Background: an optimization exercise with open tools, aiming at small area. Do not read the settings as production practice. In this exercise RTL edits were held to simulation tests only and were not proved equivalent to the original. Power figures rest on the tool's default switching activity, not on a simulated workload.

==> flow/design.v <==
module alu (
   input  wire [31:0] a_data_w_i,
   input  wire [31:0] b_n_w_i,
   input  wire        sub_w_i,      
   input  wire        left_w_i,     
   input  wire        arith_w_i,    
   output wire [31:0] sum_w_o,
   output wire [31:0] p_w_o,        
   output wire [31:0] g_w_o,        
   output wire [31:0] shr_w_o,      
   output wire        eq_w_o,       
   output wire        lts_w_o,
   output wire        ltu_w_o
   );
   wire [31:0] bx;    
   wire [32:0] c;     
   genvar i;
   generate
      for (i = 0; i < 32; i = i + 1) begin : add_g
         cell_xnor2 bx_0 (.a_i(b_n_w_i[i]), .b_i(sub_w_i), .y_o(bx[i]));
         cell_ha    pg_0 (.a_i(a_data_w_i[i]), .b_i(bx[i]), .s_o(p_w_o[i]), .c_o(g_w_o[i]));
         cell_xor2  s_0  (.a_i(p_w_o[i]), .b_i(c[i]), .y_o(sum_w_o[i]));
      end
   endgenerate
   bk_carry #(.N(32)) carry_0 (.p_i(p_w_o), .g_i(g_w_o), .c_i(sub_w_i), .c_o(c));
   assign ltu_w_o = ~c[32];
   assign lts_w_o = (a_data_w_i[31] == b_n_w_i[31]) ? a_data_w_i[31] : sum_w_o[31];
   assign eq_w_o  = &p_w_o;
   wire fill   = arith_w_i & a_data_w_i[31];
   wire fill_n = ~fill;
   wire [4:0] amt_n = b_n_w_i[4:0];
   wire [31:0] s0, s1, s2, s3, s4, s5;    
   generate
      for (i = 0; i < 32; i = i + 1) begin : sh_g
         cell_mux2i m0 (.a0_i(a_data_w_i[i]), .a1_i(a_data_w_i[31-i]), .s_i(left_w_i), .y_o(s0[i]));
         cell_mux2i m1 (.a1_i(s0[i]), .a0_i(i + 1  < 32 ? s0[i+1]  : fill_n), .s_i(amt_n[0]), .y_o(s1[i]));
         cell_mux2i m2 (.a1_i(s1[i]), .a0_i(i + 2  < 32 ? s1[i+2]  : fill),   .s_i(amt_n[1]), .y_o(s2[i]));
         cell_mux2i m3 (.a1_i(s2[i]), .a0_i(i + 4  < 32 ? s2[i+4]  : fill_n), .s_i(amt_n[2]), .y_o(s3[i]));
         cell_mux2i m4 (.a1_i(s3[i]), .a0_i(i + 8  < 32 ? s3[i+8]  : fill),   .s_i(amt_n[3]), .y_o(s4[i]));
         cell_mux2i m5 (.a1_i(s4[i]), .a0_i(i + 16 < 32 ? s4[i+16] : fill_n), .s_i(amt_n[4]), .y_o(s5[i]));
      end
   endgenerate
   assign shr_w_o = s5;
endmodule  
module bk_carry #(parameter N = 32) (
   input  wire [N-1:0] p_i,
   input  wire [N-1:0] g_i,
   input  wire         c_i,
   output wire [N:0]   c_o
   );
   reg [N-1:0] gg, pp;
   integer l, i;
   always @ (*) begin
      gg = g_i;
      pp = p_i;
      gg[0] = g_i[0] | (p_i[0] & c_i);
      pp[0] = 1'b0;
      for (l = 1; l < N; l = l * 2)
         for (i = 2 * l - 1; i < N; i = i + 2 * l) begin
            gg[i] = gg[i] | (pp[i] & gg[i-l]);
            pp[i] = pp[i] & pp[i-l];
         end
      for (l = N / 4; l >= 1; l = l / 2)
         for (i = 3 * l - 1; i < N; i = i + 2 * l) begin
            gg[i] = gg[i] | (pp[i] & gg[i-l]);
            pp[i] = pp[i] & pp[i-l];
         end
   end
   assign c_o = {gg, c_i};
endmodule  
module cmp_gen (
   input  wire [2:0] funct_3_w_i,
   input  wire       eq_w_i,
   input  wire       lts_w_i,
   input  wire       ltu_w_i,
   output wire       cond_w_o
   );
   wire c = funct_3_w_i[2] ? (funct_3_w_i[1] ? ltu_w_i : lts_w_i) : eq_w_i;
   assign cond_w_o = c ^ funct_3_w_i[0];
endmodule  
module cell_aoi222 (
   input  wire a1_i, a2_i, b1_i, b2_i, c1_i, c2_i,
   output wire y_o
   );
   assign y_o = ~((a1_i & a2_i) | (b1_i & b2_i) | (c1_i & c2_i));
endmodule  
module cell_aoi22 (
   input  wire a1_i, a2_i, b1_i, b2_i,
   output wire y_o
   );
   assign y_o = ~((a1_i & a2_i) | (b1_i & b2_i));
endmodule  
module cell_ao22 (
   input  wire a1_i, a2_i, b1_i, b2_i,
   output wire y_o
   );
   assign y_o = (a1_i & a2_i) | (b1_i & b2_i);
endmodule  
module cell_nand2 (input wire a_i, b_i, output wire y_o);
   assign y_o = ~(a_i & b_i);
endmodule  
module cell_nand3 (input wire a_i, b_i, c_i, output wire y_o);
   assign y_o = ~(a_i & b_i & c_i);
endmodule  
module cell_nand4 (input wire a_i, b_i, c_i, d_i, output wire y_o);
   assign y_o = ~(a_i & b_i & c_i & d_i);
endmodule  
module cell_and2 (input wire a_i, b_i, output wire y_o);
   assign y_o = a_i & b_i;
endmodule  
module cell_and3 (input wire a_i, b_i, c_i, output wire y_o);
   assign y_o = a_i & b_i & c_i;
endmodule  
module cell_or3 (input wire a_i, b_i, c_i, output wire y_o);
   assign y_o = a_i | b_i | c_i;
endmodule  
module cell_inv (input wire a_i, output wire y_o);
   assign y_o = ~a_i;
endmodule  
module cell_xor2 (input wire a_i, b_i, output wire y_o);
   assign y_o = a_i ^ b_i;
endmodule  
module cell_xnor2 (input wire a_i, b_i, output wire y_o);
   assign y_o = ~(a_i ^ b_i);
endmodule  
module cell_mux2 (input wire a0_i, a1_i, s_i, output wire y_o);
   assign y_o = s_i ? a1_i : a0_i;
endmodule  
module cell_mux2i (input wire a0_i, a1_i, s_i, output wire y_o);
   assign y_o = ~(s_i ? a1_i : a0_i);
endmodule  
module cell_ha (input wire a_i, b_i, output wire s_o, c_o);
   assign s_o = a_i ^ b_i;
   assign c_o = a_i & b_i;
endmodule  
module cond_branch_control (
   input  wire        branch_w_i,
   input  wire        cond_w_i,
   input  wire        jal_w_i,
   input  wire        jalr_w_i,
   input  wire [31:1] pc_plus_imm_w_i,
   input  wire [31:1] pc_plus_4_w_i,
   input  wire [31:1] jalr_target_w_i,
   output wire [31:1] next_pc_w_o
   );
   wire take = (branch_w_i & cond_w_i) | jal_w_i;
   wire seq  = ~take & ~jalr_w_i;
   genvar j;
   generate
      for (j = 1; j < 32; j = j + 1) begin : pc_g
         wire t;
         cell_aoi222 aoi_0 (.a1_i(jalr_w_i), .a2_i(jalr_target_w_i[j]),
                            .b1_i(take), .b2_i(pc_plus_imm_w_i[j]),
                            .c1_i(seq), .c2_i(pc_plus_4_w_i[j]), .y_o(t));
         cell_inv inv_0 (.a_i(t), .y_o(next_pc_w_o[j]));
      end
   endgenerate
endmodule  
module control (
   input  wire [6:0] opcode_w_i,
   output wire       lui_w_o,
   output wire       auipc_w_o,
   output wire       jal_w_o,
   output wire       jalr_w_o,
   output wire       branch_w_o,
   output wire       load_w_o,
   output wire       store_w_o,
   output wire       op_imm_w_o,
   output wire       op_w_o,
   output wire       reg_write_w_o
   );
   assign lui_w_o    = (opcode_w_i == 7'b0110111);
   assign auipc_w_o  = (opcode_w_i == 7'b0010111);
   assign jal_w_o    = (opcode_w_i == 7'b1101111);
   assign jalr_w_o   = (opcode_w_i == 7'b1100111);
   assign branch_w_o = (opcode_w_i == 7'b1100011);
   assign load_w_o   = (opcode_w_i == 7'b0000011);
   assign store_w_o  = (opcode_w_i == 7'b0100011);
   assign op_imm_w_o = (opcode_w_i == 7'b0010011);
   assign op_w_o     = (opcode_w_i == 7'b0110011);
   assign reg_write_w_o = lui_w_o | auipc_w_o | jal_w_o | jalr_w_o |
                          load_w_o | op_imm_w_o | op_w_o;
endmodule  
module imm_gen (
   input  wire [31:0] instr_w_i,
   input  wire        branch_w_i,
   input  wire        jal_w_i,
   output wire [31:1] pc_imm_w_o
   );
   wire u_type = ~branch_w_i & ~jal_w_i;
   wire bj_n   = ~(branch_w_i | jal_w_i);    
   genvar j;
   generate
      for (j = 20; j < 31; j = j + 1) begin : hi_g
         cell_mux2 m_0 (.a0_i(instr_w_i[31]), .a1_i(instr_w_i[j]), .s_i(u_type), .y_o(pc_imm_w_o[j]));
      end
      for (j = 12; j < 20; j = j + 1) begin : mid_g
         cell_mux2 m_0 (.a0_i(instr_w_i[j]), .a1_i(instr_w_i[31]), .s_i(branch_w_i), .y_o(pc_imm_w_o[j]));
      end
      for (j = 5; j < 11; j = j + 1) begin : lo_g
         cell_and2 a_0 (.a_i(instr_w_i[j+20]), .b_i(~bj_n), .y_o(pc_imm_w_o[j]));
      end
      for (j = 1; j < 5; j = j + 1) begin : low_g
         cell_ao22 a_0 (.a1_i(branch_w_i), .a2_i(instr_w_i[j+7]),
                        .b1_i(jal_w_i), .b2_i(instr_w_i[j+20]), .y_o(pc_imm_w_o[j]));
      end
   endgenerate
   assign pc_imm_w_o[31] = instr_w_i[31];
   cell_ao22 b11_0 (.a1_i(branch_w_i), .a2_i(instr_w_i[7]),
                    .b1_i(jal_w_i), .b2_i(instr_w_i[20]), .y_o(pc_imm_w_o[11]));
endmodule  
module pc (
   input  wire        clk_w_i,
   input  wire        res_w_i_h,
   input  wire [31:1] pc_w_i,
   output wire [31:0] instr_w_o
   );
   reg [31:1] curr_instr_r;
   always @ (posedge clk_w_i or posedge res_w_i_h) begin
      if (res_w_i_h)
         curr_instr_r <= 31'd0;
      else
         curr_instr_r <= pc_w_i;
   end
   assign instr_w_o = {curr_instr_r, 1'b0};
endmodule  
module registers (
   input  wire        clk_w_i,
   input  wire        res_w_i_h,
   input  wire [4:0]  rd_reg_1_w_i,
   input  wire [4:0]  rd_reg_2_w_i,
   input  wire [4:0]  wr_reg_w_i,
   input  wire [31:0] wr_data_w_i,
   input  wire        reg_wr_flag_w_i,
   output wire [31:0] rd_data_1_w_o,
   output wire [31:0] rd_data_2_w_o
   );
   reg [31:1] valid_r;
   genvar r, b;
   wire [3:0] rd1_lo = 4'b0001 << rd_reg_1_w_i[1:0];
   wire [7:0] rd1_hi = 8'b00000001 << rd_reg_1_w_i[4:2];
   wire [3:0] rd2_lo = 4'b0001 << rd_reg_2_w_i[1:0];
   wire [7:0] rd2_hi = 8'b00000001 << rd_reg_2_w_i[4:2];
   wire [3:0] wr_lo = {3'b000, reg_wr_flag_w_i} << wr_reg_w_i[1:0];
   wire [7:0] wr_hi = 8'b00000001 << wr_reg_w_i[4:2];
   wire [31:1] wr_sel;
   wire [31:1] wr_hold;
   wire [31:1] rd1_sel;
   wire [31:1] rd2_sel;
   wire [31:0] q [1:31];
   wire [31:1] qt [0:31];    
   generate
      for (r = 1; r < 32; r = r + 1) begin : reg_g
         cell_and2  we_0 (.a_i(wr_lo[r % 4]), .b_i(wr_hi[r / 4]), .y_o(wr_sel[r]));
         cell_nand2 ho_0 (.a_i(wr_lo[r % 4]), .b_i(wr_hi[r / 4]), .y_o(wr_hold[r]));
         cell_and3  rd1_0 (.a_i(valid_r[r]), .b_i(rd1_lo[r % 4]), .c_i(rd1_hi[r / 4]),
                           .y_o(rd1_sel[r]));
         cell_and3  rd2_0 (.a_i(valid_r[r]), .b_i(rd2_lo[r % 4]), .c_i(rd2_hi[r / 4]),
                           .y_o(rd2_sel[r]));
         wire [31:0] d;
         for (b = 0; b < 32; b = b + 1) begin : bit_g
            cell_ao22 hold_0 (.a1_i(wr_sel[r]), .a2_i(wr_data_w_i[b]),
                              .b1_i(wr_hold[r]), .b2_i(q[r][b]), .y_o(d[b]));
         end
         rf_word word_0 (.clk_w_i(clk_w_i), .d_i(d), .q_o(q[r]));
         for (b = 0; b < 32; b = b + 1) begin : t_g
            assign qt[b][r] = q[r][b];
         end
      end
      for (b = 0; b < 32; b = b + 1) begin : rd_g
         rf_read_bit rd1_0 (.sel_i(rd1_sel), .q_i(qt[b]), .y_o(rd_data_1_w_o[b]));
         rf_read_bit rd2_0 (.sel_i(rd2_sel), .q_i(qt[b]), .y_o(rd_data_2_w_o[b]));
      end
   endgenerate
   always @ (posedge clk_w_i or posedge res_w_i_h) begin
      if (res_w_i_h)
         valid_r <= 31'd0;
      else
         valid_r <= valid_r | wr_sel;
   end
endmodule  
module rf_word (
   input  wire        clk_w_i,
   input  wire [31:0] d_i,
   output reg  [31:0] q_o
   );
   always @ (posedge clk_w_i)
      q_o <= d_i;
endmodule  
module rf_read_bit (
   input  wire [31:1] sel_i,
   input  wire [31:1] q_i,
   output wire        y_o
   );
   wire [10:0] t;
   wire [2:0]  u;
   genvar r;
   generate
      for (r = 0; r < 10; r = r + 1) begin : aoi_g
         cell_aoi222 aoi_0 (
            .a1_i(sel_i[3*r+1]), .a2_i(q_i[3*r+1]),
            .b1_i(sel_i[3*r+2]), .b2_i(q_i[3*r+2]),
            .c1_i(sel_i[3*r+3]), .c2_i(q_i[3*r+3]),
            .y_o(t[r]));
      end
   endgenerate
   cell_nand2 nand_0 (.a_i(sel_i[31]), .b_i(q_i[31]), .y_o(t[10]));
   cell_nand4 n4_0 (.a_i(t[0]), .b_i(t[1]), .c_i(t[2]), .d_i(t[3]), .y_o(u[0]));
   cell_nand4 n4_1 (.a_i(t[4]), .b_i(t[5]), .c_i(t[6]), .d_i(t[7]), .y_o(u[1]));
   cell_nand3 n3_0 (.a_i(t[8]), .b_i(t[9]), .c_i(t[10]), .y_o(u[2]));
   cell_or3   or_0 (.a_i(u[0]), .b_i(u[1]), .c_i(u[2]), .y_o(y_o));
endmodule  
module cpe_cpu (
   input  wire        clk_w_i,
   input  wire        res_w_i_h,
   input  wire [31:0] instr_w_i,
   input  wire [31:0] mem_data_w_i,
   output wire [31:0] mem_data_in_w_o,
   output wire [31:0] mem_addr_in_w_o,
   output wire [31:0] instr_w_o,
   output wire        mem_wr_w_o_h,
   output wire        mem_rd_w_o_h,
   output wire [1:0]  mem_wr_byte_sel_w_o,
   output wire [2:0]  mem_rd_byte_sel_w_o
   );
   wire lui, auipc, jal, jalr, branch, load, store, op_imm, op, reg_write;
   wire [2:0] f3 = instr_w_i[14:12];
   control control_0 (
      .opcode_w_i(instr_w_i[6:0]), .lui_w_o(lui), .auipc_w_o(auipc),
      .jal_w_o(jal), .jalr_w_o(jalr), .branch_w_o(branch), .load_w_o(load),
      .store_w_o(store), .op_imm_w_o(op_imm), .op_w_o(op),
      .reg_write_w_o(reg_write));
   wire [31:1] pc_imm;
   imm_gen imm_gen_0 (
      .instr_w_i(instr_w_i), .branch_w_i(branch), .jal_w_i(jal),
      .pc_imm_w_o(pc_imm));
   wire [31:0] rs1, rs2, wr_data;
   registers registers_0 (
      .clk_w_i(clk_w_i), .res_w_i_h(res_w_i_h),
      .rd_reg_1_w_i(instr_w_i[19:15]), .rd_reg_2_w_i(instr_w_i[24:20]),
      .wr_reg_w_i(instr_w_i[11:7]), .wr_data_w_i(wr_data),
      .reg_wr_flag_w_i(reg_write),
      .rd_data_1_w_o(rs1), .rd_data_2_w_o(rs2));
   wire arith_op = op | op_imm;
   wire reg_b    = op | branch;
   wire [31:0] alu_imm = {{20{instr_w_i[31]}}, instr_w_i[31:25],
                          store ? instr_w_i[11:7] : instr_w_i[24:20]};
   wire [31:0] b_n;
   genvar j;
   generate
      for (j = 0; j < 32; j = j + 1) begin : b_g
         cell_mux2i m_0 (.a0_i(alu_imm[j]), .a1_i(rs2[j]), .s_i(reg_b), .y_o(b_n[j]));
      end
   endgenerate
   wire sub = branch | (arith_op & ~f3[2] & f3[1]) |
              (op & instr_w_i[30] & (f3 == 3'b000));
   wire [31:0] sum, p, g, shr;
   wire eq, lts, ltu;
   alu alu_0 (
      .a_data_w_i(rs1), .b_n_w_i(b_n), .sub_w_i(sub),
      .left_w_i(~f3[2]), .arith_w_i(instr_w_i[30]),
      .sum_w_o(sum), .p_w_o(p), .g_w_o(g), .shr_w_o(shr),
      .eq_w_o(eq), .lts_w_o(lts), .ltu_w_o(ltu));
   wire cond;
   cmp_gen cmp_gen_0 (
      .funct_3_w_i(f3), .eq_w_i(eq), .lts_w_i(lts), .ltu_w_i(ltu),
      .cond_w_o(cond));
   wire [31:0] pc;
   wire [31:1] pc_plus_4;
   wire [31:1] pc_plus_imm;
   pc_adders pc_adders_0 (
      .pc_i(pc[31:1]), .imm_i(pc_imm), .pc_plus_4_o(pc_plus_4),
      .pc_plus_imm_o(pc_plus_imm));
   wire [31:1] next_pc;
   cond_branch_control cbc_0 (
      .branch_w_i(branch), .cond_w_i(cond), .jal_w_i(jal), .jalr_w_i(jalr),
      .pc_plus_imm_w_i(pc_plus_imm), .pc_plus_4_w_i(pc_plus_4),
      .jalr_target_w_i(sum[31:1]), .next_pc_w_o(next_pc));
   pc pc_0 (
      .clk_w_i(clk_w_i), .res_w_i_h(res_w_i_h), .pc_w_i(next_pc),
      .instr_w_o(pc));
   wire s_ld   = load;
   wire s_lui  = lui;
   wire s_aui  = auipc;
   wire s_link = jal | jalr;
   wire s_sum  = arith_op & (f3 == 3'b000);
   wire s_p    = arith_op & f3[2] & ~f3[0];             
   wire s_g    = arith_op & f3[2] & f3[1];              
   wire s_shr  = arith_op & (f3 == 3'b101);
   wire s_shl  = arith_op & (f3 == 3'b001);
   wire s_slt  = arith_op & (f3 == 3'b010);
   wire s_sltu = arith_op & (f3 == 3'b011);
   wire slt_n  = ~((s_slt & lts) | (s_sltu & ltu));
   generate
      for (j = 0; j < 32; j = j + 1) begin : wb_g
         wire t0, t1, t2;
         cell_aoi222 aoi_0 (.a1_i(s_sum), .a2_i(sum[j]), .b1_i(s_p), .b2_i(p[j]),
                            .c1_i(s_g), .c2_i(g[j]), .y_o(t0));
         cell_aoi222 aoi_1 (.a1_i(s_shr), .a2_i(shr[j]), .b1_i(s_shl), .b2_i(shr[31-j]),
                            .c1_i(s_ld), .c2_i(mem_data_w_i[j]), .y_o(t1));
         if (j == 0) begin : b0
            cell_nand3 n_0 (.a_i(t0), .b_i(t1), .c_i(slt_n), .y_o(wr_data[j]));
         end else if (j == 1) begin : b1
            cell_aoi22 aoi_2 (.a1_i(s_aui), .a2_i(pc_plus_imm[j]),
                              .b1_i(s_link), .b2_i(pc[j]), .y_o(t2));
            cell_nand3 n_0 (.a_i(t0), .b_i(t1), .c_i(t2), .y_o(wr_data[j]));
         end else if (j < 12) begin : bl
            cell_aoi22 aoi_2 (.a1_i(s_aui), .a2_i(pc_plus_imm[j]),
                              .b1_i(s_link), .b2_i(pc_plus_4[j]), .y_o(t2));
            cell_nand3 n_0 (.a_i(t0), .b_i(t1), .c_i(t2), .y_o(wr_data[j]));
         end else begin : bh
            cell_aoi222 aoi_2 (.a1_i(s_aui), .a2_i(pc_plus_imm[j]),
                               .b1_i(s_link), .b2_i(pc_plus_4[j]),
                               .c1_i(s_lui), .c2_i(instr_w_i[j]), .y_o(t2));
            cell_nand3 n_0 (.a_i(t0), .b_i(t1), .c_i(t2), .y_o(wr_data[j]));
         end
      end
   endgenerate
   assign instr_w_o           = pc;
   assign mem_wr_w_o_h        = store;
   assign mem_rd_w_o_h        = load;
   assign mem_addr_in_w_o     = sum;
   assign mem_data_in_w_o     = rs2;
   assign mem_wr_byte_sel_w_o = instr_w_i[13:12];
   assign mem_rd_byte_sel_w_o = instr_w_i[14:12];
endmodule  
module pc_adders (
   input  wire [31:1] pc_i,
   input  wire [31:1] imm_i,
   output wire [31:1] pc_plus_4_o,
   output wire [31:1] pc_plus_imm_o
   );
   wire [31:2] inc_c;
   wire [31:1] add_c;
   assign inc_c[2] = 1'b1;
   assign add_c[1] = 1'b0;
   genvar k;
   generate
      for (k = 2; k < 32; k = k + 1) begin : inc_g
         assign pc_plus_4_o[k] = pc_i[k] ^ inc_c[k];
         if (k < 31) assign inc_c[k+1] = pc_i[k] & inc_c[k];
      end
      for (k = 1; k < 32; k = k + 1) begin : add_g
         assign pc_plus_imm_o[k] = pc_i[k] ^ imm_i[k] ^ add_c[k];
         if (k < 31) assign add_c[k+1] = (pc_i[k] & imm_i[k]) | (add_c[k] & (pc_i[k] ^ imm_i[k]));
      end
   endgenerate
   assign pc_plus_4_o[1] = pc_i[1];
endmodule  
==> flow/flow/run.sh <==
#!/bin/bash
# Layout flow: the standard flow (standard.sh: standard synthesis, then
# ORFS floorplan to finish) with two placement/CTS options changed:
#  - port buffers use the smallest buffer cell (every port still gets one);
#  - clock tree synthesis inserts no dummy balancing loads.
# ORFS writes each step's full tool output under orfs/logs/; the make output
# goes to flow_make.log.
set -euo pipefail
export BUFFER_PORTS_ARGS="-buffer_cell sky130_fd_sc_hd__buf_1"
export CTS_ARGS="-sink_clustering_enable -repair_clock_nets -dont_use_dummy_load"
bash standard.sh finish > flow_make.log 2>&1
==> flow/standard.sh <==
#!/bin/bash
# synth_recipe.tcl (not shown) runs the flow's synth.tcl, then flattens the netlist and writes it again
# the make line also repeats each setting of config.mk as NAME=value (left out here)
make -C /OpenROAD-flow-scripts/flow DESIGN_CONFIG=/design/flow/config.mk WORK_HOME=/design/flow/orfs CLKGATE_MAP_FILE= SYNTH_SCRIPT=/design/flow/synth_recipe.tcl "${@:-finish}"
==> flow/config.mk <==
export PLATFORM = sky130hd
export DESIGN_NAME = cpe_cpu
export DESIGN_NICKNAME = cpe_cpu
export VERILOG_FILES = /design/flow/design.v
export SDC_FILE = /design/flow/constraint.sdc
export NUM_CORES = 4
export LEC_CHECK = 0
export CAP_MARGIN = 20
export CORE_MARGIN = 2
export CORE_UTILIZATION = 30
export PLACE_DENSITY = 0.45
export SLEW_MARGIN = 20
export SYNTH_HIERARCHICAL = 1
export SYNTH_MINIMUM_KEEP_SIZE = 0
==> flow/constraint.sdc <==
create_clock -name core_clock -period 20.0 [get_ports {clk_w_i}]
set_input_delay 4.0000 -clock core_clock [delete_from_list [all_inputs] [get_ports {clk_w_i}]]
set_output_delay 4.0000 -clock core_clock [all_outputs]
set_load 0.01 [all_outputs]
==> run summary, run 1 <==
DRT Pass-1 Iters = 14
WP data required = 20.61 ns
Netlist cell types = 63
Worst r2r path cells = 35
Detailed-route wire length per cell = 41.5 um
Syn_area_per_cell = 11.8 um2
Initial antenna violation count = 37
Synthesized flop and latch total = 1054
M3 GR Usage = 10.5%
Mux cell area share after synthesis = 5.58%
Worst-Margin Slew = 1.32 ns
Gr busiest metal = met2
CTS H-Tree Depth = 3
Vias/cell = 7.31
Hold Worst Slack = 0.478 ns
Yosys top cell area share = 42.6%
Global Route Usage Sum = 32.2%
Initial DRC Count = 10536
CTS-repair resized insts = 0
Global-route wire length before repair = 361000 um
Setup Viol. Count Final = 0
Clock transition at the registers of the reported paths = 0.06 ns
Top post-synthesis cells by area = dfxtp_1 (43%), a22o_1 (19%), a222oi_1 (16%), mux2i_1 (4.9%), dfrtp_1 (3.3%)
Element type at the critical path end = register
Type of the most critical hold path = reg -> reg
Clk_skew = 0.0961 ns
I/O Pins = 169
CP Max Fanout = 31
Final Hold Fails = 0
Slowest CP cell = fa_1
Outcome = no timing/DRC/antenna violations
Mapped Nets = 4113
Total grt overflow = 0
Final nets = 4536
Synth Area in Adders = 2.90%
Critical path origin = instr_w_i[2]
Port Buffer Count = 167
RSZ-0062 raised after global routing = no
Max Fclk = 0.0565 GHz
Detail Route Antenna Nets = 0
R2R Path Start = pc_0.curr_instr_r[1]$_DFF_PP0_
Worst Hold End = registers_0.valid_r[10]$_DFF_PP0_
Simple-gate portion of the synthesized area = 7.53%
CTS Root Cell = clkbuf_16
DP HPWL = 159000 um
Worst hold start = registers_0.valid_r[10]$_DFF_PP0_
Slew headroom = 12.0%
Top post-synthesis cells by count = a22o_1 (997), dfxtp_1 (992), a222oi_1 (755)
Num CTS Buffers = 116
Startpoint Class = input port
# rows = 144
Layout cells sized above 1 = 11.5%
Chip Height = 398 um
Final period util = 88.5%
Compound-Gate Fraction of Synth Area = 36.2%
Hold bufs inserted after CTS = 0
Die area = 159000 um2
Hold Path Depth = 1
Maximum vdd ir drop = 0.0706 mV
Power per cell area = 80.7 nW/um2
Xor-xnor portion of the synthesized cell area = 1.29%
Register area share after synthesis = 45.9%
CTS tree = yes
Largest net degree at the start of global routing = 43
Largest stage delay on the critical path = 0.43 ns
R2R Path End = registers_0.reg_g[11].word_0.q_o[31]$_DFF_P_
Leakage power total = 20.9 nW
# Max-Cap Violations = 0
Setup TNS = 0 ns
Final WL = 269000 um
CP arrival = 18.31 ns
Cell Area, Synth = 46600 um2
Yosys Warn Count = 10
Layout area overhead = 16.6%
Post-synth top area cell = dfxtp_1
Post-synth top flop = dfxtp_1
Vias in the first global route = 43640
Most used cell, CP = fa_1
Global routing usage on met1 = 40.3%
Internal reg-to-reg setup slack = 6.13 ns
Skew-Pair Late Insertion Delay = 0.77 ns
Clock Sinks = 1054
Post-synth EDFFs = 0
Post-CTS Setup Repair Bufs = 0
Mapped Cells = 3957
Area of the core = 154000 um2
Clock tree buffer depth = 3
Final worst path period need = 17.70 ns
Die width = 398 um
Count leader, synth = a22o_1
Final instance area = 54400 um2
Slew Viols, Final = 0
RD Place Congestion = 0.957
Residual DRC count = 0
Kind of critical path = in -> reg
Placed cell areas = 51200 um2
Share of synthesized registers carrying an async set or reset = 5.88%
Largest family of logic cells by synthesized area = compound AO/OA/AOI/OAI gates
Starting Density = 30.2%
DR vias = 47350
Met2 usage = 46.4%
-- where the power goes --
| group | leakage, nW | internal, mW | switching, mW |
|---|---|---|---|
| clock | 1.43 | 1.01 | 0.863 |
| sequential | 8.80 | 2.14 | 0.0546 |
| combinational | 10.7 | 0.122 | 0.206 |
-- worst max path at each step --
stage | cells past startpoint | slack (ns) | endpoint
after global placement | 39 | 1.78 | registers_0.reg_g[1].word_0.q_o[31]$_DFF_P_
after global routing | 39 | 1.89 | registers_0.reg_g[14].word_0.q_o[31]$_DFF_P_
final | 39 | 2.30 | registers_0.reg_g[11].word_0.q_o[31]$_DFF_P_
after CTS | 39 | 2.41 | registers_0.reg_g[11].word_0.q_o[31]$_DFF_P_
after floorplan | 37 | 2.27 | registers_0.reg_g[12].word_0.q_o[31]$_DFF_P_
after detailed placement | 39 | 1.65 | registers_0.reg_g[1].word_0.q_o[31]$_DFF_P_
-- stage by stage --
step	total power, mW	std cells	worst slack [ns]	util, %
floorplan	2.41	3957	2.27	-
global placement	2.55	6302	1.78	33.2
detailed placement	2.55	6302	1.65	33.2
CTS	4.39	6418	2.41	35.1
global route	4.50	6472	1.89	35.2
finish	4.39	6480	2.30	35.2
-- sequential cells by signal, summed over array words and instances (netlist names) --
| name | cells |
|---|---|
| pc_0.curr_instr_r | 31 |
| registers_0.reg_g.word_0.q_o | 992 |
| registers_0.valid_r | 31 |
-- per-module statistics from Yosys (local to each module, per instance), excerpt --
module	flip-flops and latches	cells	copies in the design	cell area, um2
cell_mux2i	0	1	224	10.0
pc	31	34	1	791
cell_ao22	0	1	997	8.76
cell_ha	0	1	32	12.5
cell_inv	0	1	31	3.75
cell_nand4	0	1	128	6.26
alu	0	15	1	90.1
cell_nand2	0	1	95	3.75
-- cell families after synthesis --
kind of cell | count (synthesis)
buffers and inverters | 56
muxes | 250
adders and majority gates | 91
xor gates and xnor gates | 67
AOI/OAI and AO/OA | 1828
DFF | 1054
other | 1
and+or+nand+nor | 610
-- final cells by class --
type | instances | area (um2)
fill | 15358 | 99900
multi-input combinational | 2847 | 25400
sequential | 1054 | 21400
clock buffer | 116 | 2900
tap | 2044 | 2560
timing repair buffer | 317 | 1810
inverter | 44 | 165
antenna | 58 | 145
-- cell usage in the layout (no fill, tap or decap), drive strengths merged, types with 3 or more instances in the layout --
master | Yosys | final
a21o | 26 | 26
a21oi | 16 | 16
a222oi | 755 | 755
a22o | 997 | 997
a22oi | 11 | 11
and2 | 41 | 41
and3 | 66 | 66
and3b | 11 | 11
buf | 12 | 316
clkbuf | 0 | 117
dfrtp | 62 | 62
dfxtp | 992 | 992
diode | 0 | 58
fa | 29 | 29
ha | 61 | 61
inv | 44 | 43
mux2 | 24 | 24
mux2i | 226 | 226
nand2 | 110 | 110
nand3 | 97 | 97
nand4 | 138 | 138
nor2 | 11 | 11
nor2b | 4 | 4
nor3 | 7 | 7
nor3b | 10 | 10
nor4 | 3 | 3
nor4b | 3 | 3
o21ai | 10 | 10
or2 | 35 | 35
or3 | 65 | 65
xnor2 | 32 | 32
xor2 | 34 | 34
-- per-layer routing --
layer	wire [um]	share of wire, %
met1	104000	39
met2	111000	41
met3	33500	12
met4	20400	7.6
met5	106	0.039
-- critical path, delay by kind of cell --
| kind | cells | cell delay (ns) |
|---|---|---|
| fa+ha+maj | 30 | 11.72 |
| simple gates | 2 | 0.26 |
| compound gates | 3 | 0.90 |
| buf+inv | 3 | 0.98 |
| xor+xnor | 1 | 0.40 |
==> inputs of run 2 (changes only) <==
==> flow/run.sh (new file) <==
#!/bin/bash
# synth_recipe.tcl (not shown) runs the flow's synth.tcl, then flattens the netlist and writes it again
# the make line also repeats each setting of config.mk as NAME=value (left out here)
make -C /OpenROAD-flow-scripts/flow DESIGN_CONFIG=/design/flow/config.mk WORK_HOME=/design/flow/orfs CLKGATE_MAP_FILE= SYNTH_SCRIPT=/design/flow/synth_recipe.tcl finish
removed: flow/flow/run.sh
removed: flow/standard.sh
==> run summary, run 2 <==
Vias in the first global route = 43684 (+0.10%)
Reg with most FFs = registers_0.reg_g.word_0.q_o
Syn_area_per_cell = 11.8 um2 (unchanged)
CTS tree = yes
Pwr Total = 4.77 mW (+8.7%)
Global Route Usage Sum = 32.4% (+0.17 points)
Internal reg-to-reg setup slack = 5.99 ns (-0.14 ns)
Most used cell, CP = fa_1
Hold Path Depth = 1 (unchanged)
Register area share after synthesis = 45.9% (unchanged)
Critical path origin = instr_w_i[5]
Count leader, synth = a22o_1
Num CTS Buffers = 115 (-0.86%)
Top post-synthesis cells by count = a22o_1 (997), dfxtp_1 (992), a222oi_1 (755)
Layout cells sized above 1 = 12.8% (+1.3 points)
Slew headroom = 15.1% (+3.1 points)
Starting Density = 30.2% (unchanged)
Cell Area, Synth = 46600 um2 (unchanged)
Post-synth top area cell = dfxtp_1
Post-synth EDFFs = 0 (unchanged)
Mapped Nets = 4113 (unchanged)
Number of flip-flops under the largest register name = 992 (unchanged)
# Max-Cap Violations = 0 (unchanged)
RD Place Congestion = 0.983 (+2.7%)
Footprint of the multi-input gates = 25400 um2 (+0.12%)
Final worst path period need = 18.14 ns (+0.445 ns)
Worst r2r path cells = 33 (-5.7%)
Slowest CP cell = nand3_2
Max Fclk = 0.0551 GHz (-2.5%)
R2R Path End = registers_0.reg_g[27].word_0.q_o[30]$_DFF_P_
Vias/cell = 7.22 (-1.2%)
Yosys Warn Count = 10 (unchanged)
Largest regs = registers_0.reg_g.word_0.q_o: 992 flops, pc_0.curr_instr_r: 31 flops, registers_0.valid_r: 31 flops
Largest stage delay on the critical path = 0.69 ns (+0.26 ns)
RSZ-0062 raised after global routing = no
Initial antenna violation count = 32 (-14%)
Startpoint Class = input port
Area of the core = 154000 um2 (unchanged)
Post-CTS Setup Repair Bufs = 0 (unchanged)
CP Max Fanout = 31 (unchanged)
Leakage power total = 21.9 nW (+4.7%)
Final nets = 4534 (-0.044%)
Setup Viol. Count Final = 0 (unchanged)
Netlist cell types = 63 (unchanged)
R2R Path Start = pc_0.curr_instr_r[1]$_DFF_PP0_
Commonest non-fill, non-tap cell in the layout = a22o_1
Die width = 398 um (unchanged)
CTS-repair resized insts = 0 (unchanged)
Clk_skew = 0.0449 ns (-0.0512 ns)
Combinational Power Share = 7.7% (+0.2 points)
Total grt overflow = 0 (unchanged)
Clock transition at the registers of the reported paths = 0.06 ns (about the same)
Maximum vdd ir drop = 0.0698 mV (-1.0%)
Final period util = 90.7% (+2.2 points)
Worst hold start = registers_0.valid_r[5]$_DFF_PP0_
Hold bufs inserted after CTS = 0 (unchanged)
Filler cells = 15178 (-1.2%)
CP arrival = 18.76 ns (+0.45 ns)
FF/Latch Area = 21400 um2 (unchanged)
Port Buffer Count = 167 (unchanged)
Top post-synthesis cells by area = dfxtp_1 (43%), a22o_1 (19%), a222oi_1 (16%), mux2i_1 (4.9%), dfrtp_1 (3.3%)
Share of synthesized registers carrying an async set or reset = 5.88% (unchanged)
DRT Pass-1 Iters = 13 (-1)
Element type at the critical path end = register
Clock Sinks = 1054 (unchanged)
Final WL = 271000 um (+0.69%)
Clock tree buffer depth = 3 (unchanged)
Post-synth top flop = dfxtp_1
WP data required = 20.62 ns (about the same)
Sw Pwr = 1.23 mW (+9.4%)
Detailed-route wire length per cell = 41.2 um (-0.58%)
Kind of critical path = in -> reg
Setup TNS = 0 ns (unchanged)
Chip Height = 398 um (unchanged)
Worst Hold End = registers_0.valid_r[5]$_DFF_PP0_
Power per cell area = 84.6 nW/um2 (+4.9%)
Sequential Power Share = 46.0% (-4.0 points)
I/O Pins = 169 (unchanged)
Pint = 3.54 mW (+8.4%)
Yosys top cell area share = 42.6% (unchanged)
Type of the most critical hold path = reg -> reg
Skew-Pair Late Insertion Delay = 0.77 ns (about the same)
DP HPWL = 164000 um (+2.6%)
Mapped Cells = 3957 (unchanged)
Commonest non-fill, non-tap cells in the layout = a22o_1 (997), dfxtp_1 (992), a222oi_1 (755), mux2i_1 (221), clkdlybuf4s50_1 (166)
Outcome = no timing/DRC/antenna violations
Residual DRC count = 0 (unchanged)
Sw Ratio = 25.8% (+0.18 points)
Initial DRC Count = 10385 (-1.4%)
DR vias = 47376 (+0.055%)
Synthesized flop and latch total = 1054 (unchanged)
Largest net degree at the start of global routing = 43 (unchanged)
CTS H-Tree Depth = 3 (unchanged)
Worst-Margin Slew = 1.27 ns (-0.0517 ns)
Clk pwr share = 46.3% (+3.7 points)
Die area = 159000 um2 (unchanged)
CTS Root Cell = clkbuf_16
Slew Viols, Final = 0 (unchanged)
Detail Route Antenna Nets = 0 (unchanged)
Global-route wire length before repair = 364000 um (+0.68%)
Layout area overhead = 20.8%
# rows = 144 (unchanged)
Final Hold Fails = 0 (unchanged)
-- run 2: cell counts after synthesis --
Identical to the previous run, type by type.
-- run 2: kinds of logic (layout without fill, tap and decap cells) --
group,Yosys count,in the layout,synth area share [%]
XOR/XNOR,67,67,1.29
multiplexers,250,250,5.58
AND/OR/NAND/NOR,610,610,7.53
adder cells (fa/ha/maj),91,91,2.90
buffers and inverters,56,573,0.545
AO/OA/AOI/OAI,1828,1828,36.2
other,1,46,0.00804
flip-flops,1054,1054,45.9
-- run 2: power groups by stage --
stage                     combinational (mW)  clock, mW  sequential [mW]
after floorplan                        0.190          0             2.23
final                                  0.367       2.21             2.20
after detailed placement               0.356          0             2.24
after global routing                   0.390       2.30             2.20
after global placement                 0.357          0             2.24
after CTS                              0.358       2.22             2.19
-- run 2: modules after synthesis (local to each module, per instance), a selection --
module      times used  cell area, um2  flip-flops and latches  cells inside
imm_gen              1            17.5                       0             3
cell_xnor2          32            8.76                       0             1
alu                  1            90.1                       0            15
cell_nand3          96            5.00                       0             1
control              1             183                       0            21
cell_or3            64            6.26                       0             1
rf_word             31             641                      32            32
cpe_cpu              1             188                       0            28
registers            1            1240                      31            99
pc_adders            1             987                       0            62
cell_nand2          95            3.75                       0             1
cell_and2           37            6.26                       0             1
-- run 2: how the worst max path moves through the flow --
stage / slack [ns] / to
5_1_grt: 1.47 / registers_0.reg_g[30].word_0.q_o[30]$_DFF_P_
2_1_floorplan: 2.27 / registers_0.reg_g[12].word_0.q_o[31]$_DFF_P_
3_5_place_dp: 1.22 / registers_0.reg_g[13].word_0.q_o[30]$_DFF_P_
4_1_cts: 2.00 / registers_0.reg_g[27].word_0.q_o[30]$_DFF_P_
6_report: 1.86 / registers_0.reg_g[27].word_0.q_o[30]$_DFF_P_
3_3_place_gp: 1.22 / registers_0.reg_g[7].word_0.q_o[30]$_DFF_P_
-- run 2: through the flow --
stage	cells	hold WS, ns	instance area [um2]	util [%]	setup slack, ns
detailed placement	6302	0.460	52300	33.9	1.22
floorplan	3957	0.444	46600	-	2.27
global placement	6299	0.458	52200	33.9	1.22
global route	6557	0.497	56300	36.5	1.47
finish	6563	0.480	56300	36.5	1.86
CTS	6515	0.479	56100	36.4	2.00
-- run 2: cell type report --
type	instances	area share (%)
Sequential cell	1054	38.0
Multi-Input combinational cell	2847	45.1
Tap cell	2044	4.54
Clock inverter	35	0.566
Clock buffer	178	6.32
Antenna cell	45	0.200
Inverter	44	0.293
Timing Repair Buffer	316	5.00
-- run 2: per-layer routing --
layer | global-route usage [%] | wire [um] | share of wire (%) | up-vias
met5 | 1.73 | 362 | 0.13 | -
met3 | 10.3 | 34100 | 13 | 752
met2 | 47.7 | 114000 | 42 | 3795
met4 | 20.2 | 18100 | 6.7 | 26
li1 | - | - | - | 18933
met1 | 40.7 | 104000 | 38 | 23870
-- run 2: critical path, delay by kind of cell --
family	cells	cell delay (ns)
adder cells (fa/ha/maj)	30	11.77
buffers and inverters	2	0.86
AND/OR/NAND/NOR	3	0.95
AO/OA/AOI/OAI	3	1.14
==> inputs of run 3 (changes only) <==
==> flow/flow/run.sh (new file) <==
#!/bin/bash
# Layout flow: the standard flow (standard.sh: standard synthesis, then
# ORFS floorplan to finish) with these options changed:
#  - port buffers use the smallest buffer cell (every port still gets one);
#  - clock tree synthesis inserts no dummy balancing loads and clusters up
#    to 24 flip-flops per leaf buffer;
#  - after global routing, gates off the critical paths are downsized.
# ORFS writes each step's full tool output under orfs/logs/; the make output
# goes to flow_make.log.
set -euo pipefail
export BUFFER_PORTS_ARGS="-buffer_cell sky130_fd_sc_hd__buf_1"
export CTS_ARGS="-sink_clustering_enable -repair_clock_nets -dont_use_dummy_load -sink_clustering_size 24 -sink_clustering_max_diameter 60"
export RECOVER_POWER=100
bash standard.sh finish > flow_make.log 2>&1
==> flow/standard.sh (new file) <==
#!/bin/bash
# synth_recipe.tcl (not shown) runs the flow's synth.tcl, then flattens the netlist and writes it again
# the make line also repeats each setting of config.mk as NAME=value (left out here)
make -C /OpenROAD-flow-scripts/flow DESIGN_CONFIG=/design/flow/config.mk WORK_HOME=/design/flow/orfs CLKGATE_MAP_FILE= SYNTH_SCRIPT=/design/flow/synth_recipe.tcl "${@:-finish}"
removed: flow/run.sh
==> run summary, run 3 <==
Outcome = failed layout checks
Failed Checks = max-capacitance violations, max-slew violations
Layout area overhead = 14.9%
RD Place Congestion = 0.957 (-2.6%)
# rows = 144 (unchanged)
Mapped Nets = 4113 (unchanged)
Initial antenna violation count = 29 (-9.4%)
Skew-Pair Late Insertion Delay = 0.75 ns (-0.02 ns)
# Max-Cap Violations = 63 (+63)
Largest regs = registers_0.reg_g.word_0.q_o: 992 flops, pc_0.curr_instr_r: 31 flops, registers_0.valid_r: 31 flops
Die width = 398 um (unchanged)
Yosys top cell area share = 42.6% (unchanged)
Top post-synthesis cells by area = dfxtp_1 (43%), a22o_1 (19%), a222oi_1 (16%), mux2i_1 (4.9%), dfrtp_1 (3.3%)
Vias in the first global route = 43335 (-0.80%)
Starting Density = 30.2% (unchanged)
Total grt overflow = 0 (unchanged)
Largest net degree at the start of global routing = 43 (unchanged)
Layout cells sized above 1 = 9.35% (-3.5 points)
Post-synth top flop = dfxtp_1
Slew Viols, Final = 1980 (+1980)
CTS H-Tree Depth = 3 (unchanged)
CTS Root Cell = clkbuf_16
Area of the core = 154000 um2 (unchanged)
Worst-Margin Slew = 3.75 ns (+2.48 ns)
Clock transition at the registers of the reported paths = 0.06 ns (about the same)
Top post-synthesis cells by count = a22o_1 (997), dfxtp_1 (992), a222oi_1 (755)
Global-route wire length before repair = 360000 um (-0.96%)
R2R Path Start = pc_0.curr_instr_r[1]$_DFF_PP0_
Largest stage delay on the critical path = 1.13 ns (+0.44 ns)
DR vias = 47185 (-0.40%)
Detailed-route wire length per cell = 41.6 um (+0.87%)
Share of synthesized registers carrying an async set or reset = 5.88% (unchanged)
Mapped Cells = 3957 (unchanged)
CP arrival = 19.10 ns (+0.34 ns)
Startpoint Class = input port
Commonest non-fill, non-tap cells in the layout = a22o_1 (997), dfxtp_1 (992), a222oi_1 (755), mux2i_1 (221), buf_1 (155)
Final worst path period need = 18.46 ns (+0.321 ns)
Detail Route Antenna Nets = 0 (unchanged)
Reg with most FFs = registers_0.reg_g.word_0.q_o
Internal reg-to-reg setup slack = 5.77 ns (-0.22 ns)
I/O Pins = 169 (unchanged)
Leakage power total = 20.4 nW (-6.9%)
Num CTS Buffers = 102 (-11%)
Max Fclk = 0.0542 GHz (-1.7%)
Worst Hold End = registers_0.valid_r[8]$_DFF_PP0_
Post-CTS Setup Repair Bufs = 0 (unchanged)
DRT Pass-1 Iters = 14 (+1)
Final Hold Fails = 0 (unchanged)
RSZ-0062 raised after global routing = no
DP HPWL = 159000 um (-2.5%)
Slew headroom = -150% (-170 points)
Kind of critical path = in -> reg
Hold Worst Slack = 0.476 ns (-0.00342 ns)
Syn_area_per_cell = 11.8 um2 (unchanged)
CTS tree = yes
Vias/cell = 7.32 (+1.3%)
Setup Viol. Count Final = 0 (unchanged)
Clock Sinks = 1054 (unchanged)
Clock tree buffer depth = 3 (unchanged)
Hold bufs inserted after CTS = 0 (unchanged)
Post-synth top area cell = dfxtp_1
Maximum vdd ir drop = 0.0748 mV (+7.1%)
Chip Height = 398 um (unchanged)
Port Buffer Count = 167 (unchanged)
Power per cell area = 79.0 nW/um2 (-6.7%)
CP Max Fanout = 31 (unchanged)
Cell Area, Synth = 46600 um2 (unchanged)
Clk_skew = 0.0827 ns (+0.0378 ns)
Initial DRC Count = 10818 (+4.2%)
Setup TNS = 0 ns (unchanged)
CTS-repair resized insts = 0 (unchanged)
Most used cell, CP = fa_1
Global Route Usage Sum = 32.1% (-0.27 points)
Die area = 159000 um2 (unchanged)
R2R Path End = registers_0.reg_g[1].word_0.q_o[30]$_DFF_P_
Type of the most critical hold path = reg -> reg
Final instance area = 53600 um2 (-4.9%)
Worst hold start = registers_0.valid_r[8]$_DFF_PP0_
Number of flip-flops under the largest register name = 992 (unchanged)
Element type at the critical path end = register
Slowest CP cell = clkbuf_1
Placed cell areas = 51200 um2 (-2.0%)
Register area share after synthesis = 45.9% (unchanged)
Final period util = 92.3% (+1.6 points)
Worst r2r path cells = 34 (+3.0%)
Synthesized flop and latch total = 1054 (unchanged)
Hold Path Depth = 1 (unchanged)
Final nets = 4520 (-0.31%)
Count leader, synth = a22o_1
Post-synth EDFFs = 0 (unchanged)
Netlist cell types = 63 (unchanged)
WP data required = 20.63 ns (about the same)
Final WL = 268000 um (-0.87%)
Yosys Warn Count = 10 (unchanged)
Residual DRC count = 0 (unchanged)
Commonest non-fill, non-tap cell in the layout = a22o_1
[run 3: cell types whose count changed in the layout (fill, tap and decap cells not counted), moves of 26 or more]
cell | before | now
clkbuf_8 | 38 | 0
buf_1 | 0 | 155
clkdlybuf4s50_1 | 166 | 0
buf_4 | 143 | 109
clkbuf_1 | 22 | 48
[run 3: per-module statistics from Yosys (local to each module, per instance), a selection]
| module | flip-flops and latches | cells | copies in the design | cell area (um2) |
|---|---|---|---|---|
| cell_or3 | 0 | 1 | 64 | 6.26 |
| control | 0 | 21 | 1 | 183 |
| alu | 0 | 15 | 1 | 90.1 |
| pc_adders | 0 | 62 | 1 | 987 |
| cell_xor2 | 0 | 1 | 32 | 8.76 |
| cell_ha | 0 | 1 | 32 | 12.5 |
| cell_inv | 0 | 1 | 31 | 3.75 |
| rf_word | 32 | 32 | 31 | 641 |
| cell_nand2 | 0 | 1 | 95 | 3.75 |
| cell_aoi22 | 0 | 1 | 11 | 12.5 |
| cell_and2 | 0 | 1 | 37 | 6.26 |
| cond_branch_control | 0 | 2 | 1 | 21.3 |
| cell_nand4 | 0 | 1 | 128 | 6.26 |
[run 3: critical path: cells and delay by family]
| family | cells | cell delay [ns] |
|---|---|---|
| compound gates | 3 | 0.85 |
| fa+ha+maj | 30 | 11.85 |
| buf+inv | 3 | 2.01 |
| simple gates | 2 | 0.35 |
[run 3: logic make-up after synthesis]
kind of cell,synth area share [%]
AO/OA/AOI/OAI,36.2
XOR/XNOR,1.29
adder cells (fa/ha/maj),2.90
buffers and inverters,0.545
flip-flops,45.9
multiplexers,5.58
other,0.00804
AND/OR/NAND/NOR,7.53
[run 3: routing by layer]
metal | up-vias | track usage (%) | routed length (um) | share of wire, %
met5 | - | 0.0303 | 135 | 0.050
met4 | 16 | 21.6 | 20000 | 7.4
met2 | 3758 | 46.9 | 111000 | 41
li1 | 18799 | - | - | -
met3 | 787 | 9.88 | 33100 | 12
met1 | 23825 | 40.5 | 104000 | 39
[run 3: cell type report]
type,count,area [um2]
inverter,44,165
timing repair buffer,315,1630
sequential,1054,21400
tap,2044,2560
multi-input combinational,2847,25200
fill,15473,101000
clock buffer,102,2550
antenna,44,110
[run 3: stage by stage]
step | util, % | power [mW] | cells | worst slack (ns)
2_1_floorplan | - | 2.41 | 3957 | 2.27
3_3_place_gp | 33.2 | 2.55 | 6302 | 1.78
3_5_place_dp | 33.2 | 2.55 | 6302 | 1.65
4_1_cts | 34.9 | 4.24 | 6404 | 2.37
5_1_grt | 34.8 | 4.35 | 6446 | 1.07
6_report | 34.8 | 4.24 | 6450 | 1.54
[run 3: worst max-delay path by stage]
stage | startpoint | to | slack (ns)
floorplan | instr_w_i[2] | registers_0.reg_g[12].word_0.q_o[31]$_DFF_P_ | 2.27
global route | instr_w_i[2] | registers_0.reg_g[4].word_0.q_o[30]$_DFF_P_ | 1.07
finish | instr_w_i[2] | registers_0.reg_g[1].word_0.q_o[30]$_DFF_P_ | 1.54
detailed placement | instr_w_i[2] | registers_0.reg_g[1].word_0.q_o[31]$_DFF_P_ | 1.65
global placement | instr_w_i[2] | registers_0.reg_g[1].word_0.q_o[31]$_DFF_P_ | 1.78
CTS | instr_w_i[2] | registers_0.reg_g[17].word_0.q_o[31]$_DFF_P_ | 2.37
[run 3: power breakdown]
part | internal [mW] | leakage (nW) | switching, mW
Clock | 0.888 | 1.26 | 0.830
Sequential | 2.14 | 8.80 | 0.0546
Combinational | 0.121 | 10.3 | 0.205
Total | 3.15 | 20.4 | 1.09
==> inputs of run 4 (changes only) <==
==> flow/flow/run.sh (replaced) <==
#!/bin/bash
# Layout flow: the standard flow (standard.sh: standard synthesis, then
# ORFS floorplan to finish) with these options changed:
#  - port buffers use the smallest buffer cell (every port still gets one);
#  - clock tree synthesis inserts no dummy balancing loads and clusters up
#    to 24 flip-flops per leaf buffer.
# ORFS writes each step's full tool output under orfs/logs/; the make output
# goes to flow_make.log.
set -euo pipefail
export BUFFER_PORTS_ARGS="-buffer_cell sky130_fd_sc_hd__buf_1"
export CTS_ARGS="-sink_clustering_enable -repair_clock_nets -dont_use_dummy_load -sink_clustering_size 24 -sink_clustering_max_diameter 60"
bash standard.sh finish > flow_make.log 2>&1
--- a/flow/config.mk
+++ b/flow/config.mk
@@ -8,6 +8,6 @@
 export CAP_MARGIN = 20
 export CORE_MARGIN = 2
-export CORE_UTILIZATION = 30
-export PLACE_DENSITY = 0.45
+export CORE_UTILIZATION = 50
+export PLACE_DENSITY = 0.6
 export SLEW_MARGIN = 20
 export SYNTH_HIERARCHICAL = 1
==> run summary, run 4 <==
Cell Area, Synth = 46600 um2 (unchanged)
Port Buffer Count = 167 (unchanged)
Element type at the critical path end = register
Max Fclk = 0.0565 GHz (+4.3%)
Mapped Cells = 3957 (unchanged)
Leakage power total = 20.5 nW (+0.57%)
Startpoint Class = input port
Register area share after synthesis = 45.9% (unchanged)
R2R Path Start = pc_0.curr_instr_r[1]$_DFF_PP0_
Commonest non-fill, non-tap cell in the layout = a22o_1
RSZ-0062 raised after global routing = no
DP HPWL = 140000 um (-12%)
CTS Root Cell = clkbuf_16
Detail Route Antenna Nets = 0 (unchanged)
Global Route Usage Sum = 46.6% (+14 points)
Internal reg-to-reg setup slack = 6.17 ns (+0.40 ns)
DR vias = 46570 (-1.3%)
CP arrival = 18.20 ns (-0.90 ns)
Kind of critical path = in -> reg
Num CTS Buffers = 86 (-16%)
RD Place Congestion = 1.04 (+8.3%)
Starting Density = 50.2% (+20 points)
Slew headroom = 12.9% (+160 points)
CTS-repair resized insts = 0 (unchanged)
CTS H-Tree Depth = 3 (unchanged)
R2R Path End = registers_0.reg_g[15].word_0.q_o[31]$_DFF_P_
Worst r2r path cells = 35 (+2.9%)
WP depth = 40 (+5.3%)
Mapped Nets = 4113 (unchanged)
Initial antenna violation count = 5 (-83%)
Final worst path period need = 17.69 ns (-0.768 ns)
Synthesized flop and latch total = 1054 (unchanged)
Share of synthesized registers carrying an async set or reset = 5.88% (unchanged)
I/O Pins = 169 (unchanged)
Setup WS pre-CTS = 1.76 ns (+0.110 ns)
Area of the core = 92900 um2 (-40%)
Vias/cell = 8.27 (+13%)
Detailed-route wire length per cell = 41.6 um (about the same)
Netlist cell types = 63 (unchanged)
Total grt overflow = 0 (unchanged)
Slowest CP cell = fa_1
DRT Pass-1 Iters = 14 (unchanged)
Clock transition at the registers of the reported paths = 0.05 ns (about the same)
Commonest non-fill, non-tap cells in the layout = a22o_1 (997), dfxtp_1 (992), a222oi_1 (755), mux2i_1 (221), buf_4 (171)
Maximum vdd ir drop = 0.0686 mV (-8.2%)
Core occupancy in the finished layout = 56.5% (+22 points)
Residual DRC count = 0 (unchanged)
Routed wl met2 = 93200 um (-16%)
Yosys Warn Count = 10 (unchanged)
Final nets = 4530 (+0.22%)
Worst-Margin Slew = 1.31 ns (-2.44 ns)
Top post-synthesis cells by count = a22o_1 (997), dfxtp_1 (992), a222oi_1 (755)
Layout area overhead = 12.5%
Placed cell areas = 50200 um2 (-1.9%)
Syn_area_per_cell = 11.8 um2 (unchanged)
Filler cells = 8145 (-47%)
Top post-synthesis cells by area = dfxtp_1 (43%), a22o_1 (19%), a222oi_1 (16%), mux2i_1 (4.9%), dfrtp_1 (3.3%)
# Max-Cap Violations = 0 (-100%)
Number of flip-flops under the largest register name = 992 (unchanged)
Type of the most critical hold path = reg -> reg
Post-synth EDFFs = 0 (unchanged)
Die width = 309 um (-22%)
Pwr Total = 4.04 mW (-4.7%)
Count leader, synth = a22o_1
Largest regs = registers_0.reg_g.word_0.q_o: 992 flops, pc_0.curr_instr_r: 31 flops, registers_0.valid_r: 31 flops
Post-synth top area cell = dfxtp_1
Die area = 95700 um2 (-40%)
Outcome = no timing/DRC/antenna violations
Post-CTS Setup Repair Bufs = 0 (unchanged)
Slew Viols, Final = 0 (-100%)
Largest net degree at the start of global routing = 43 (unchanged)
Vias in the first global route = 42271 (-2.5%)
Layout cells sized above 1 = 9.90% (+0.55 points)
Crit path to = registers_0.reg_g[15].word_0.q_o[31]$_DFF_P_
Clock Sinks = 1054 (unchanged)
Placed cells = 5537 (-12%)
Setup Viol. Count Final = 0 (unchanged)
# rows = 112 (-22%)
Crit-path leading delay family = adder cells
Hold bufs inserted after CTS = 0 (unchanged)
Most used cell, CP = fa_1
Setup TNS = 0 ns (unchanged)
Clk_skew = 0.100 ns (+0.0175 ns)
Routed wl met3 = 38100 um (+15%)
Final WL = 234000 um (-13%)
Fin cells = 5633 (-13%)
CP Max Fanout = 31 (unchanged)
Final Hold Fails = 0 (unchanged)
WP data required = 20.51 ns (-0.12 ns)
Max Used Layer = met5
Clock tree buffer depth = 3 (unchanged)
Reg with most FFs = registers_0.reg_g.word_0.q_o
Final period util = 88.5% (-3.8 points)
Power per cell area = 76.9 nW/um2 (-2.6%)
Largest stage delay on the critical path = 0.43 ns (-0.70 ns)
Final instance area = 52500 um2 (-2.1%)
Skew-Pair Late Insertion Delay = 0.70 ns (-0.05 ns)
Metal-1 WL = 83900 um (-19%)
CTS tree = yes
Global-route wire length before repair = 321000 um (-11%)
Initial DRC Count = 11992 (+11%)
CP bufs+invs = 3 (unchanged)
Chip Height = 309 um (-22%)
Post-route setup slack = 2.31 ns (+0.768 ns)
Critical path origin = instr_w_i[2]
Hold Worst Slack = 0.480 ns (+0.00354 ns)
Post-synth top flop = dfxtp_1
Yosys top cell area share = 42.6% (unchanged)
run 4: modules after synthesis (local to each module, per instance), a selection:
module,copies in the design,flip-flops and latches
cell_aoi222,755,0
cell_ao22,997,0
cell_xnor2,32,0
cell_mux2i,224,0
alu,1,0
cell_and2,37,0
pc,1,31
cell_xor2,32,0
cell_mux2,19,0
cpe_cpu,1,0
cell_ha,32,0
cell_nand2,95,0
cell_and3,62,0
cmp_gen,1,0
cell_nand4,128,0
cell_inv,31,0
run 4: cell type report:
| type | instances | area, um2 | share of cell area (%) |
|---|---|---|---|
| inverters | 44 | 165 | 0.315 |
| repair buffers | 341 | 1960 | 3.74 |
| flip-flops and latches | 1054 | 21400 | 40.8 |
| diodes | 7 | 17.5 | 0.0334 |
| clock buffers | 86 | 2150 | 4.10 |
| multi-input cells | 2847 | 25200 | 48.0 |
| well taps | 1254 | 1570 | 2.99 |
run 4: worst min path at each step:
stage / startpoint / end / slack, ns / cells past startpoint
after global placement: registers_0.valid_r[24]$_DFF_PP0_ / registers_0.valid_r[24]$_DFF_PP0_ / 0.46 / 1
after floorplan: registers_0.valid_r[10]$_DFF_PP0_ / registers_0.valid_r[10]$_DFF_PP0_ / 0.44 / 1
after CTS: registers_0.valid_r[24]$_DFF_PP0_ / registers_0.valid_r[24]$_DFF_PP0_ / 0.48 / 1
after detailed placement: registers_0.valid_r[5]$_DFF_PP0_ / registers_0.valid_r[5]$_DFF_PP0_ / 0.46 / 1
final: registers_0.valid_r[31]$_DFF_PP0_ / registers_0.valid_r[31]$_DFF_PP0_ / 0.48 / 1
after global routing: registers_0.valid_r[24]$_DFF_PP0_ / registers_0.valid_r[24]$_DFF_PP0_ / 0.49 / 1
run 4: cell families (layout without fill, tap and decap cells):
| logic type | count (synthesis) | after routing | synth area share [%] |
|---|---|---|---|
| AO/OA/AOI/OAI | 1828 | 1828 | 36.2 |
| flip-flops | 1054 | 1054 | 45.9 |
| AND/OR/NAND/NOR | 610 | 610 | 7.53 |
| multiplexers | 250 | 250 | 5.58 |
| adder cells (fa/ha/maj) | 91 | 91 | 2.90 |
| XOR/XNOR | 67 | 67 | 1.29 |
| buffers and inverters | 56 | 471 | 0.545 |
| other | 1 | 8 | 0.00804 |
run 4: power by group:
| group | internal (mW) | switching [mW] |
|---|---|---|
| Combinational | 0.124 | 0.209 |
| Sequential | 2.14 | 0.0474 |
| Clock | 0.756 | 0.765 |
| Total | 3.01 | 1.02 |
run 4: layer usage:
layer  vias to the layer above  track usage (%)
li1                      18775                -
met1                     22558             59.6
met2                      4384             64.1
met3                       840             18.1
met4                        13             31.9
met5                         -             1.06
==> inputs of run 5 (changes only) <==
==> flow/flow/run.sh (replaced) <==
#!/bin/bash
# Layout flow: the standard flow (standard.sh: standard synthesis, then
# ORFS floorplan to finish) with these options changed:
#  - port buffers use the smallest buffer cell (every port still gets one);
#  - clock tree synthesis inserts no dummy balancing loads and clusters up
#    to 30 flip-flops per leaf buffer.
# ORFS writes each step's full tool output under orfs/logs/; the make output
# goes to flow_make.log.
set -euo pipefail
export BUFFER_PORTS_ARGS="-buffer_cell sky130_fd_sc_hd__buf_1"
export CTS_ARGS="-sink_clustering_enable -repair_clock_nets -dont_use_dummy_load -sink_clustering_size 30 -sink_clustering_max_diameter 80"
bash standard.sh finish > flow_make.log 2>&1
--- a/flow/config.mk
+++ b/flow/config.mk
@@ -6,9 +6,9 @@
 export NUM_CORES = 4
 export LEC_CHECK = 0
-export CAP_MARGIN = 20
+export CAP_MARGIN = 5
 export CORE_MARGIN = 2
 export CORE_UTILIZATION = 50
 export PLACE_DENSITY = 0.6
-export SLEW_MARGIN = 20
+export SLEW_MARGIN = 5
 export SYNTH_HIERARCHICAL = 1
 export SYNTH_MINIMUM_KEEP_SIZE = 0
==> run summary, run 5 <==
I/O Pins = 169 (unchanged)
Worst hold start = registers_0.valid_r[31]$_DFF_PP0_
Starting Density = 50.2% (unchanged)
Post-synth EDFFs = 0 (unchanged)
R2R Path Start = pc_0.curr_instr_r[1]$_DFF_PP0_
Slowest CP cell = fa_1
Commonest non-fill, non-tap cells in the layout = a22o_1 (997), dfxtp_1 (992), a222oi_1 (755), mux2i_1 (221), buf_4 (171)
Crit-path leading delay family = adder cells
CP arrival = 18.23 ns (+0.03 ns)
DP HPWL = 140000 um (unchanged)
Post-synth top flop = dfxtp_1
Internal reg-to-reg setup slack = 6.15 ns (-0.02 ns)
Clock transition at the registers of the reported paths = 0.06 ns (about the same)
Critical path origin = instr_w_i[2]
DRT Pass-1 Iters = 12 (-2)
Sw Ratio = 26.1% (+0.76 points)
Initial DRC Count = 11787 (-1.7%)
Power per cell area = 71.1 nW/um2 (-7.6%)
Hold bufs inserted after CTS = 0 (unchanged)
Clk_skew = 0.0953 ns (-0.00494 ns)
Worst-Margin Slew = 1.33 ns (+0.0270 ns)
Number of flip-flops under the largest register name = 992 (unchanged)
Most used cell, CP = fa_1
Final nets = 4492 (-0.84%)
# Max-Cap Violations = 0 (unchanged)
Global Route Usage Sum = 46.3% (-0.24 points)
Hold Worst Slack = 0.486 ns (+0.00599 ns)
Sequential Power Share = 59.6% (+5.5 points)
Post-CTS Setup Repair Bufs = 0 (unchanged)
Top post-synthesis cells by area = dfxtp_1 (43%), a22o_1 (19%), a222oi_1 (16%), mux2i_1 (4.9%), dfrtp_1 (3.3%)
RD Place Congestion = 1.04 (unchanged)
Vias in the first global route = 41932 (-0.80%)
Outcome = no timing/DRC/antenna violations
Final Hold Fails = 0 (unchanged)
Leakage power total = 20.0 nW (-2.3%)
CTS tree = yes
CTS H-Tree Depth = 2 (-1)
Port Buffer Count = 167 (unchanged)
CP bufs+invs = 3 (unchanged)
Sw Pwr = 0.954 mW (-6.6%)
Synthesized flop and latch total = 1054 (unchanged)
Clock tree buffer depth = 3 (unchanged)
DR vias = 46376 (-0.42%)
Slew headroom = 10.8% (-2.1 points)
CTS Root Cell = clkbuf_16
Setup TNS = 0 ns (unchanged)
Mapped Cells = 3957 (unchanged)
Total grt overflow = 0 (unchanged)
Mapped Nets = 4113 (unchanged)
Kind of critical path = in -> reg
Clk pwr share = 31.4% (-6.3 points)
Initial antenna violation count = 7 (+2)
Yosys Warn Count = 10 (unchanged)
Final WL = 233000 um (-0.36%)
# rows = 112 (unchanged)
Combinational Power Share = 9.0% (+0.8 points)
Post-synth top area cell = dfxtp_1
Chip Height = 309 um (unchanged)
Global-route wire length before repair = 319000 um (-0.34%)
Final worst path period need = 17.71 ns (+0.0160 ns)
Largest stage delay on the critical path = 0.45 ns (+0.02 ns)
Cell Area, Synth = 46600 um2 (unchanged)
Startpoint Class = input port
Layout cells sized above 1 = 9.11% (-0.79 points)
Detail Route Antenna Nets = 0 (unchanged)
Maximum vdd ir drop = 0.0741 mV (+8.0%)
Syn_area_per_cell = 11.8 um2 (unchanged)
Top post-synthesis cells by count = a22o_1 (997), dfxtp_1 (992), a222oi_1 (755)
CTS-repair resized insts = 0 (unchanged)
Slew Viols, Final = 0 (unchanged)
Die area = 95700 um2 (unchanged)
Largest net degree at the start of global routing = 43 (unchanged)
Register area share after synthesis = 45.9% (unchanged)
Final period util = 88.6% (about the same)
Die width = 309 um (unchanged)
Detailed-route wire length per cell = 41.7 um (+0.30%)
Max Fclk = 0.0565 GHz (about the same)
Pint = 2.71 mW (-10%)
Type of the most critical hold path = reg -> reg
RSZ-0062 raised after global routing = no
Residual DRC count = 0 (unchanged)
Netlist cell types = 63 (unchanged)
WP data required = 20.52 ns (about the same)
Num CTS Buffers = 50 (-42%)
Setup Viol. Count Final = 0 (unchanged)
Reg with most FFs = registers_0.reg_g.word_0.q_o
Clock Sinks = 1054 (unchanged)
Layout area overhead = 10.4%
CP Max Fanout = 31 (unchanged)
Count leader, synth = a22o_1
Yosys top cell area share = 42.6% (unchanged)
Skew-Pair Late Insertion Delay = 0.71 ns (about the same)
Area of the core = 92900 um2 (unchanged)
Largest regs = registers_0.reg_g.word_0.q_o: 992 flops, pc_0.curr_instr_r: 31 flops, registers_0.valid_r: 31 flops
Share of synthesized registers carrying an async set or reset = 5.88% (unchanged)
Commonest non-fill, non-tap cell in the layout = a22o_1
Element type at the critical path end = register
Vias/cell = 8.29 (+0.24%)
run 5: cell type report:
type	instances	area (um2)
Sequential cell	1054	21400
Tap cell	1254	1570
Multi-Input combinational cell	2847	25200
Antenna cell	8	20.0
Fill cell	8248	41400
Timing Repair Buffer	339	1920
Inverter	44	165
Clock buffer	50	1250
run 5: final timing paths:
path | to | cells past startpoint
worst max-delay path | registers_0.reg_g[27].word_0.q_o[31]$_DFF_P_ | 40
worst min-delay path | registers_0.valid_r[31]$_DFF_PP0_ | 1
worst max register to register | registers_0.reg_g[27].word_0.q_o[31]$_DFF_P_ | 35
worst min register to register | registers_0.valid_r[31]$_DFF_PP0_ | 1
max in group asynchronous | pc_0.curr_instr_r[31]$_DFF_PP0_ | 3
min in group asynchronous | registers_0.valid_r[28]$_DFF_PP0_ | 3
run 5: power by group through the flow:
stage	clock network [mW]	registers [mW]	logic [mW]
after floorplan	0	2.23	0.190
after global placement	0	2.23	0.313
after detailed placement	0	2.23	0.314
after CTS	1.15	2.18	0.316
after global routing	1.22	2.19	0.351
final	1.15	2.18	0.331
run 5: per-stage QoR:
step / area, um2 / power [mW] / std cells / setup slack (ns) / util (%)
global route: 51500 / 3.75 / 5590 / 1.95 / 55.4
floorplan: 46600 / 2.41 / 3957 / 2.27 / -
detailed placement: 50200 / 2.54 / 5537 / 1.76 / 54.1
finish: 51500 / 3.66 / 5596 / 2.29 / 55.4
global placement: 50200 / 2.54 / 5537 / 1.95 / 54.1
CTS: 51500 / 3.65 / 5587 / 2.45 / 55.4
run 5: layer usage:
metal / vias to the layer above / global-route usage (%) / routed length (um)
met5: - / 0.556 / 56
met4: 8 / 32.2 / 18700
met3: 801 / 18.0 / 37300
met2: 4342 / 63.7 / 92900
met1: 22554 / 59.2 / 84500
li1: 18671 / - / -
run 5: logic make-up (layout without fill, tap and decap cells):
family                   Yosys count  after routing  synth area share (%)
AO/OA/AOI/OAI                   1828           1828                  36.2
flip-flops                      1054           1054                  45.9
AND/OR/NAND/NOR                  610            610                  7.53
multiplexers                     250            250                  5.58
adder cells (fa/ha/maj)           91             91                  2.90
XOR/XNOR                          67             67                  1.29
buffers and inverters             56            433                 0.545
other                              1              9               0.00804
run 5: modules after synthesis (local to each module, per instance), a selection:
module / flops+latches / cells
cell_and3: 0 / 1
cell_inv: 0 / 1
cell_mux2: 0 / 1
cell_mux2i: 0 / 1
cell_nand2: 0 / 1
cell_nand3: 0 / 1
cell_or3: 0 / 1
cell_xor2: 0 / 1
cmp_gen: 0 / 4
control: 0 / 21
cpe_cpu: 0 / 28
imm_gen: 0 / 3
pc: 31 / 34
pc_adders: 0 / 62
registers: 31 / 99
rf_word: 32 / 32

[static timing again, ports no longer ideal]
How much do the figures lean on ideal ports? The routed layouts below were timed once more, with nothing changed but the port constraints.
Step 1 assumes that a clkbuf_16 drives the clock port and a buf_2 every other input.
Step 2 moves the port delays by t, midway between the first and last clock arrival at a register: inputs arrive t later, outputs are due t later. That takes back most of the time a late clock gives input paths.
a / b / c = ideal / step 1 / step 2; a / b = the first two.
| run | t (ns) | setup slack, ns | hold slack, ns |
|---|---|---|---|
| run 1 | 0.809 | 2.303 / 2.357 / 1.548 | 0.478 / 0.478 / 0.478 |
| run 2 | 0.827 | 1.858 / 1.906 / 1.080 | 0.480 / 0.480 / 0.480 |
| run 3 | 0.786 | 1.538 / 1.592 / 0.806 | 0.476 / 0.476 / 0.476 |
| run 4 | 0.729 | 2.306 / 2.348 / 1.619 | 0.480 / 0.480 / 0.480 |
| run 5 | 0.738 | 2.290 / 2.333 / 1.595 | 0.486 / 0.486 / 0.486 |
The setup slack of run 2, which loses most, moves by +0.048 ns with the drivers and by -0.778 ns with both steps.
